Context: an optimization exercise on an open-source flow, tuned for small area. The choices shown serve that exercise and are no tape-out recipe. Where RTL was checked, it was by simulation tests only, not by an equivalence proof against the original.

Design pdm_top, start of the top module:
module pdm_top (
	input  logic          clk_i,
	input  logic          rstn_i,
	output logic          pdm_clk_o,
    input  logic  [1:0]   cfg_pdm_ch_mode_i,
    input  logic  [9:0]   cfg_pdm_decimation_i,
    input  logic  [2:0]   cfg_pdm_shift_i,
    input  logic          cfg_pdm_en_i,
	input  logic          pdm_ch0_i,
	input  logic          pdm_ch1_i,
	output logic   [15:0] pcm_data_o,
	output logic          pcm_data_valid_o,
	input  logic          pcm_data_ready_i
);
==> module cic_comb, before the edit <==
module cic_comb #(
  parameter WIDTH  = 51,
  parameter STAGES = 5,
  parameter NF     = 2,
  parameter ARCH   = 1,
  parameter K      = 13
) (
  input  logic             clk_i,
  input  logic             sel3_i,
  input  logic             sel1_i,
  input  logic             en_i,
  input  logic [2:0]       shift_i,
  input  logic [WIDTH-1:0] data_i,
  output logic [15:0]      data_o
);
  localparam NP = STAGES - 1;   
  logic [WIDTH-1:0] r_c0 [NP];
  logic [WIDTH-1:0] r_c1 [NP];
  logic [WIDTH-1:0] r_c2 [NP];
  logic [WIDTH-1:0] r_c3 [NP];
  logic [15:0]      r_q0 [STAGES];
  logic [15:0]      r_q1 [STAGES];
  logic [15:0]      r_q2 [STAGES];
  logic [15:0]      r_q3 [STAGES];
  logic [WIDTH-1:0] r_e;
  logic             r_en;
  logic [WIDTH-1:0] s_p [NP];
  logic [15:0]      s_q [STAGES];
  logic [WIDTH-1:0] s_t [NP+1];
  logic [15:0]      s_win;
  genvar i;
  generate
    for (i = 0; i < NP; i++) begin : g_tap
      assign s_p[i] = ({WIDTH{sel3_i}} & r_c3[i]) | ({WIDTH{sel1_i}} & r_c1[i]);
    end
    for (i = 0; i < STAGES; i++) begin : g_tapq
      assign s_q[i] = ({16{sel3_i}} & r_q3[i]) | ({16{sel1_i}} & r_q1[i]);
    end
  endgenerate
  assign s_t[0] = data_i;
  generate
    for (i = 0; i < NF; i++) begin : g_f
      cic_add #(.W(WIDTH), .ARCH(ARCH), .K(K)) i_sub (
        .a(s_t[i]), .b(~s_p[i]), .ci(1'b1), .s(s_t[i+1]));
      always_ff @(posedge clk_i)
        r_c0[i] <= en_i ? s_t[i] : s_p[i];
    end
    for (i = NF; i < NP; i++) begin : g_fp
      always_ff @(posedge clk_i)
        r_c0[i] <= s_p[i];
    end
    for (i = 0; i < STAGES; i++) begin : g_fq
      always_ff @(posedge clk_i)
        r_q0[i] <= s_q[i];
    end
  endgenerate
  always_ff @(posedge clk_i) begin
    r_e  <= s_t[NF];
    r_en <= en_i;
  end
  generate
    for (i = NF; i < NP; i++) begin : g_g
      if (i == NF) begin : g_g0
        cic_add #(.W(WIDTH), .ARCH(ARCH), .K(K)) i_sub (
          .a(r_e), .b(~r_c0[i]), .ci(1'b1), .s(s_t[i+1]));
        always_ff @(posedge clk_i)
          r_c1[i] <= r_en ? r_e : r_c0[i];
      end else begin : g_gn
        cic_add #(.W(WIDTH), .ARCH(ARCH), .K(K)) i_sub (
          .a(s_t[i]), .b(~r_c0[i]), .ci(1'b1), .s(s_t[i+1]));
        always_ff @(posedge clk_i)
          r_c1[i] <= r_en ? s_t[i] : r_c0[i];
      end
    end
    for (i = 0; i < NF; i++) begin : g_gp
      always_ff @(posedge clk_i)
        r_c1[i] <= r_c0[i];
    end
  endgenerate
  always_comb begin
    case (shift_i)
      3'd0: s_win = s_t[NP][50:35];
      3'd1: s_win = s_t[NP][45:30];
      3'd2: s_win = s_t[NP][40:25];
      3'd3: s_win = s_t[NP][35:20];
      3'd4: s_win = s_t[NP][30:15];
      3'd5: s_win = s_t[NP][25:10];
      3'd6: s_win = s_t[NP][20:5];
      default: s_win = s_t[NP][15:0];
    endcase
  end
  always_ff @(posedge clk_i) begin
    r_q1[0] <= r_en ? s_win : r_q0[0];
    for (int k = 1; k < STAGES; k++)
      r_q1[k] <= r_en ? r_q0[k-1] : r_q0[k];
  end
  generate
    for (i = 0; i < NP; i++) begin : g_rc
      always_ff @(posedge clk_i) begin
        r_c2[i] <= r_c1[i];
        r_c3[i] <= r_c2[i];
      end
    end
    for (i = 0; i < STAGES; i++) begin : g_rq
      always_ff @(posedge clk_i) begin
        r_q2[i] <= r_q1[i];
        r_q3[i] <= r_q2[i];
      end
    end
  endgenerate
  assign data_o = s_q[STAGES-1];
endmodule
Settings: LEC_CHECK=0, CAP_MARGIN=20, CORE_MARGIN=2, CORE_UTILIZATION=65, CTS_BUF_LIST=sky130_fd_sc_hd__clkbuf_8, CTS_CLUSTER_DIAMETER=60, CTS_CLUSTER_SIZE=18, PLACE_DENSITY=0.75, SLEW_MARGIN=20; clock period 10.0 ns.
run.sh (not shown) runs the stock make flow with config.mk's settings and CLKGATE_MAP_FILE= SYNTH_SCRIPT=/design/flow/synth_recipe.tcl, a recipe that flattens the netlist after the stock synthesis.
The baseline went through all stages and came out clean.
Next try:
--- a/flow/design.v
+++ b/flow/design.v
@@ -111,5 +111,4 @@
   parameter WIDTH  = 51,
   parameter STAGES = 5,
-  parameter NF     = 2,
   parameter ARCH   = 1,
   parameter K      = 13
@@ -132,6 +131,4 @@
   logic [15:0]      r_q2 [STAGES];
   logic [15:0]      r_q3 [STAGES];
-  logic [WIDTH-1:0] r_e;
-  logic             r_en;
   logic [WIDTH-1:0] s_p [NP];
   logic [15:0]      s_q [STAGES];
@@ -149,5 +146,5 @@
   assign s_t[0] = data_i;
   generate
-    for (i = 0; i < NF; i++) begin : g_f
+    for (i = 0; i < NP; i++) begin : g_f
       cic_add #(.W(WIDTH), .ARCH(ARCH), .K(K)) i_sub (
         .a(s_t[i]), .b(~s_p[i]), .ci(1'b1), .s(s_t[i+1]));
@@ -155,35 +152,4 @@
         r_c0[i] <= en_i ? s_t[i] : s_p[i];
     end
-    for (i = NF; i < NP; i++) begin : g_fp
-      always_ff @(posedge clk_i)
-        r_c0[i] <= s_p[i];
-    end
-    for (i = 0; i < STAGES; i++) begin : g_fq
-      always_ff @(posedge clk_i)
-        r_q0[i] <= s_q[i];
-    end
-  endgenerate
-  always_ff @(posedge clk_i) begin
-    r_e  <= s_t[NF];
-    r_en <= en_i;
-  end
-  generate
-    for (i = NF; i < NP; i++) begin : g_g
-      if (i == NF) begin : g_g0
-        cic_add #(.W(WIDTH), .ARCH(ARCH), .K(K)) i_sub (
-          .a(r_e), .b(~r_c0[i]), .ci(1'b1), .s(s_t[i+1]));
-        always_ff @(posedge clk_i)
-          r_c1[i] <= r_en ? r_e : r_c0[i];
-      end else begin : g_gn
-        cic_add #(.W(WIDTH), .ARCH(ARCH), .K(K)) i_sub (
-          .a(s_t[i]), .b(~r_c0[i]), .ci(1'b1), .s(s_t[i+1]));
-        always_ff @(posedge clk_i)
-          r_c1[i] <= r_en ? s_t[i] : r_c0[i];
-      end
-    end
-    for (i = 0; i < NF; i++) begin : g_gp
-      always_ff @(posedge clk_i)
-        r_c1[i] <= r_c0[i];
-    end
   endgenerate
   always_comb begin
@@ -200,11 +166,16 @@
   end
   always_ff @(posedge clk_i) begin
-    r_q1[0] <= r_en ? s_win : r_q0[0];
-    for (int k = 1; k < STAGES; k++)
-      r_q1[k] <= r_en ? r_q0[k-1] : r_q0[k];
+    r_q0[0] <= en_i ? s_win : s_q[0];
   end
   generate
+    for (i = 1; i < STAGES; i++) begin : g_fq
+      always_ff @(posedge clk_i)
+        r_q0[i] <= en_i ? s_q[i-1] : s_q[i];
+    end
+  endgenerate
+  generate
     for (i = 0; i < NP; i++) begin : g_rc
       always_ff @(posedge clk_i) begin
+        r_c1[i] <= r_c0[i];
         r_c2[i] <= r_c1[i];
         r_c3[i] <= r_c2[i];
@@ -213,4 +184,5 @@
     for (i = 0; i < STAGES; i++) begin : g_rq
       always_ff @(posedge clk_i) begin
+        r_q1[i] <= r_q0[i];
         r_q2[i] <= r_q1[i];
         r_q3[i] <= r_q2[i];
Outcome: Global-route usage rises by 0.66 points; register-to-register slack is worse by 2.5 ns; flip-flop and latch count decreases by 52; area after synthesis is lower by 2.4%; via count went up by 1.2%; final cell count rises by 1.2%; routed wire length is higher by 1.3%; cell area increases by about 0.8%; utilization came out higher by 2.6 points; setup slack got worse by 2.5 ns.
Only the layout flow was run in the second run of this note; the RTL was not checked for function there.

v6:
pdm_top, a different RTL version from the one above (not shown whole).
For scale: about 2200 flip-flops, about 39 I/O pins.
==> module cic_add, before the edit <==
module cic_add #(
  parameter W    = 26,
  parameter ARCH = 2
) (
  input  logic [W-1:0] a,
  input  logic [W-1:0] b,
  input  logic         ci,
  output logic [W-1:0] s,
  output logic         co
);
  generate
    if (ARCH == 0) begin : g_plain
      assign {co, s} = {1'b0, a} + {1'b0, b} + {{W{1'b0}}, ci};
    end else begin : g_bk
      localparam L = (W > 64) ? 7 : (W > 32) ? 6 : (W > 16) ? 5 : (W > 8) ? 4 : (W > 4) ? 3 : (W > 2) ? 2 : 1;
      logic [W-1:0] g [2*L];
      logic [W-1:0] p [2*L];
      logic [W-1:0] gf, pf;
      logic [W:0]   c;
      assign g[0] = a & b;
      assign p[0] = a ^ b;
      for (genvar d = 0; d < L; d++) begin : g_up
        for (genvar i = 0; i < W; i++) begin : g_b
          if ((i % (2 << d)) == (2 << d) - 1) begin : g_op
            assign g[d+1][i] = g[d][i] | (p[d][i] & g[d][i - (1 << d)]);
            assign p[d+1][i] = p[d][i] & p[d][i - (1 << d)];
          end else begin : g_pass
            assign g[d+1][i] = g[d][i];
            assign p[d+1][i] = p[d][i];
          end
        end
      end
      for (genvar d = L - 2; d >= 0; d--) begin : g_dn
        for (genvar i = 0; i < W; i++) begin : g_b
          if (i >= (3 << d) - 1 && ((i + 1 - (1 << d)) % (2 << d)) == 0) begin : g_op
            assign g[2*L-1-d][i] = g[2*L-2-d][i] | (p[2*L-2-d][i] & g[2*L-2-d][i - (1 << d)]);
            assign p[2*L-1-d][i] = p[2*L-2-d][i] & p[2*L-2-d][i - (1 << d)];
          end else begin : g_pass
            assign g[2*L-1-d][i] = g[2*L-2-d][i];
            assign p[2*L-1-d][i] = p[2*L-2-d][i];
          end
        end
      end
      assign gf = g[2*L-1];
      assign pf = p[2*L-1];
      assign c[0] = ci;
      for (genvar i = 0; i < W; i++) begin : g_cc
        assign c[i+1] = gf[i] | (pf[i] & ci);
      end
      assign s  = p[0] ^ c[W-1:0];
      assign co = c[W];
    end
  endgenerate
endmodule
==> module varcic, before the edit <==
module varcic #(
  parameter STAGES = 5,
  parameter ACC_WIDTH = 51,
  parameter LO = 26,
  parameter ARCH = 2
) (
  input  logic             clk_i,
  input  logic             rstn_i,
  input  logic             cfg_en_i,
  input  logic  [1:0]      cfg_ch_num_i,
  input  logic  [9:0]      cfg_decimation_i,
  input  logic  [2:0]      cfg_shift_i,
  input  logic             data_i,
  input  logic             data_valid_i,
  output logic [15:0]      data_o,
  output logic             data_valid_o
);
logic [9:0] r_sample_nr;
logic [9:0] s_sample_nr;
logic [1:0] r_ch_nr;
logic [1:0] s_ch_nr;
logic       r_en;
logic       s_clr;
logic       s_int_first;    
logic       s_comb_first;   
logic       s_int_first_nxt, s_comb_first_nxt;
logic       r_int_sel3, r_int_sel1;     
logic       r_comb_sel3, r_comb_sel1;   
logic       s_long;         
logic       r_hit;          
logic [2:0] r_shift;
logic       s_last_ch;
logic       s_out_data_valid;
logic [LO-1:0] s_int_lo;
logic [ACC_WIDTH-LO-1:0] s_int_hi;
always_ff @(posedge clk_i)
  r_shift <= cfg_shift_i;
assign s_long = (cfg_ch_num_i == 2'd3);
assign s_clr     = cfg_en_i & !r_en;
assign s_last_ch = (r_ch_nr == cfg_ch_num_i);
always_ff @(posedge clk_i or negedge rstn_i)
begin
  if(~rstn_i)
    r_en <= 'h0;
  else
    r_en <= cfg_en_i;
end
always_comb
begin
  s_sample_nr = r_sample_nr;
  s_ch_nr     = r_ch_nr;
  if (s_clr)
  begin
    s_sample_nr = 0;
    s_ch_nr     = 0;
  end
  else if (data_valid_i)
  begin
    if (s_last_ch)
    begin
      s_ch_nr = 'h0;
      if (r_hit)
        s_sample_nr = 0;
      else
        s_sample_nr = r_sample_nr + 1;
    end
    else
      s_ch_nr = r_ch_nr + 1;
  end
end
always_ff @(posedge clk_i or negedge rstn_i)
begin
  if(~rstn_i)
  begin
    r_sample_nr  <= 'h0;
    r_ch_nr      <= 'h0;
  end
  else
  begin
    r_sample_nr  <= s_sample_nr;
    r_ch_nr      <= s_ch_nr;
  end
end
always_ff @(posedge clk_i)
  r_hit <= (s_sample_nr == cfg_decimation_i);
assign s_int_first  = ~(r_int_sel3 | r_int_sel1);
assign s_comb_first = ~(r_comb_sel3 | r_comb_sel1);
always_comb
begin
  s_int_first_nxt  = s_int_first;
  s_comb_first_nxt = s_comb_first;
  if (s_clr)
  begin
    s_int_first_nxt  = 1'b1;
    s_comb_first_nxt = 1'b1;
  end
  else if (data_valid_i & s_last_ch)
  begin
    s_int_first_nxt = 1'b0;
    if (r_hit)
      s_comb_first_nxt = 1'b0;
  end
end
always_ff @(posedge clk_i or negedge rstn_i)
begin
  if(~rstn_i)
  begin
    r_int_sel3  <= 1'b0;
    r_int_sel1  <= 1'b0;
    r_comb_sel3 <= 1'b0;
    r_comb_sel1 <= 1'b0;
  end
  else
  begin
    r_int_sel3  <= ~s_int_first_nxt  &  s_long;
    r_int_sel1  <= ~s_int_first_nxt  & ~s_long;
    r_comb_sel3 <= ~s_comb_first_nxt &  s_long;
    r_comb_sel1 <= ~s_comb_first_nxt & ~s_long;
  end
end
assign s_out_data_valid = data_valid_i & r_hit;
assign data_valid_o     = s_out_data_valid;
cic_integrator #(.WIDTH(ACC_WIDTH), .LO(LO), .STAGES(STAGES), .ARCH(ARCH)) i_int (
  .clk_i   ( clk_i            ),
  .sel3_i  ( r_int_sel3       ),
  .sel1_i  ( r_int_sel1       ),
  .dump_i  ( s_out_data_valid ),
  .data_i  ( data_i           ),
  .lo_o    ( s_int_lo         ),
  .hi_o    ( s_int_hi         )
);
cic_comb #(.WIDTH(ACC_WIDTH), .LO(LO), .STAGES(STAGES), .ARCH(ARCH)) i_comb (
  .clk_i   ( clk_i            ),
  .sel3_i  ( r_comb_sel3      ),
  .sel1_i  ( r_comb_sel1      ),
  .en_i    ( s_out_data_valid ),
  .shift_i ( r_shift          ),
  .lo_i    ( s_int_lo         ),
  .hi_i    ( s_int_hi         ),
  .data_o  ( data_o           )
);
endmodule
export LEC_CHECK = 0
export CAP_MARGIN = 20
export CORE_MARGIN = 2
export CORE_UTILIZATION = 65
export CTS_BUF_LIST = sky130_fd_sc_hd__clkbuf_8
export CTS_CLUSTER_DIAMETER = 60
export CTS_CLUSTER_SIZE = 18
export PLACE_DENSITY = 0.75
export SLEW_MARGIN = 20
create_clock -name core_clock -period 10.0 [get_ports {clk_i}]
For v7, these inputs were changed with respect to v6:
--- a/flow/design.v
+++ b/flow/design.v
@@ -8,12 +8,36 @@
   output logic [W-1:0] s,
   output logic         co
 );
   generate
     if (ARCH == 0) begin : g_plain
       assign {co, s} = {1'b0, a} + {1'b0, b} + {{W{1'b0}}, ci};
+    end else if (ARCH == 3) begin : g_cinc
+      localparam K  = 9;
+      localparam NB = (W + K - 1) / K;
+      logic [W-1:0] r;
+      logic [W-1:0] s0;
+      logic [W-1:0] k;
+      logic [NB:0] c;
+      assign c[0] = ci;
+      for (genvar j = 0; j < NB; j++) begin : g_blk
+        localparam BL = j * K;
+        localparam BH = (j * K + K > W) ? W - 1 : j * K + K - 1;
+        assign r[BL] = 1'b0;
+        assign k[BL] = c[j];
+        for (genvar i = BL; i <= BH; i++) begin : g_bt
+          assign s0[i] = a[i] ^ b[i] ^ r[i];
+          if (i < BH) begin : g_k
+            assign r[i+1] = (a[i] & b[i]) | (r[i] & (a[i] ^ b[i]));
+            assign k[i+1] = s0[i] & k[i];
+          end
+          assign s[i] = s0[i] ^ k[i];
+        end
+        assign c[j+1] = (a[BH] & b[BH]) | (r[BH] & (a[BH] ^ b[BH])) | (&s0[BH:BL] & c[j]);
+      end
+      assign co = c[NB];
     end else begin : g_bk
       localparam L = (W > 64) ? 7 : (W > 32) ? 6 : (W > 16) ? 5 : (W > 8) ? 4 : (W > 4) ? 3 : (W > 2) ? 2 : 1;
       logic [W-1:0] g [2*L];
       logic [W-1:0] p [2*L];
       logic [W-1:0] gf, pf;
       logic [W:0]   c;
@@ -232,13 +256,13 @@
   assign data_o = s_q[STAGES-1];
 endmodule
 module varcic #(
   parameter STAGES = 5,
   parameter ACC_WIDTH = 51,
   parameter LO = 26,
-  parameter ARCH = 2
+  parameter ARCH = 3
 ) (
   input  logic             clk_i,
   input  logic             rstn_i,
   input  logic             cfg_en_i,
   input  logic  [1:0]      cfg_ch_num_i,
   input  logic  [9:0]      cfg_decimation_i,
@@ -359,13 +383,13 @@
   .sel1_i  ( r_int_sel1       ),
   .dump_i  ( s_out_data_valid ),
   .data_i  ( data_i           ),
   .lo_o    ( s_int_lo         ),
   .hi_o    ( s_int_hi         )
 );
-cic_comb #(.WIDTH(ACC_WIDTH), .LO(LO), .STAGES(STAGES), .ARCH(ARCH)) i_comb (
+cic_comb #(.WIDTH(ACC_WIDTH), .LO(LO), .STAGES(STAGES), .ARCH(2)) i_comb (
   .clk_i   ( clk_i            ),
   .sel3_i  ( r_comb_sel3      ),
   .sel1_i  ( r_comb_sel1      ),
   .en_i    ( s_out_data_valid ),
   .shift_i ( r_shift          ),
   .lo_i    ( s_int_lo         ),
### Flow results
Between v6 and v7, via count decreased. v7 vs v6: number of buffers other than clock buffers in the final layout up in v7. Number of tap cells inserted | v7 below v6. v7 vs. v6: total length of routed wires dropped 1.4 mm; wire length of the first global-routing pass dropped about 0.6%. Run comparison: v7 worst setup path startpoint i_varcic.r_int_sel1$_DFF_PN0_; v6 worst setup path startpoint i_varcic.r_int_sel3$_DFF_PN0_. On clock network area share, v7 and v6 are basically level. Setup slack in v7 is larger than in v6.
Function not checked in v6: the RTL went through the layout flow alone.

-- separate check: timing with driven ports --
Ports are ideal in the flow. The routed layouts listed here were re-timed in OpenROAD. Step 1 sets driving cells, clkbuf_16 on the clock port and buf_2 on the other inputs (assumed; they add their load-dependent delay and slew). Step 2 times the ports against the registers' clock, not the clock port: input delays grow and output delays shrink by t, the midpoint of the rising clock arrivals with the driver on. Slacks: no drivers / after step 1 / after step 2; pairs: no drivers / after step 1.
run	t, ns	slack for setup (ns)	latest minus earliest clock arrival (ns)
the first run of note 1	0.933	2.664 / 2.664 / 2.664	0.032 / 0.031
the second run of note 1	0.919	0.146 / 0.146 / 0.146	0.041 / 0.041
v6	0.899	1.175 / 1.175 / 1.175	0.039 / 0.039
v7	0.913	1.350 / 1.350 / 1.350	0.045 / 0.045
After both steps every run listed still meets setup and hold.
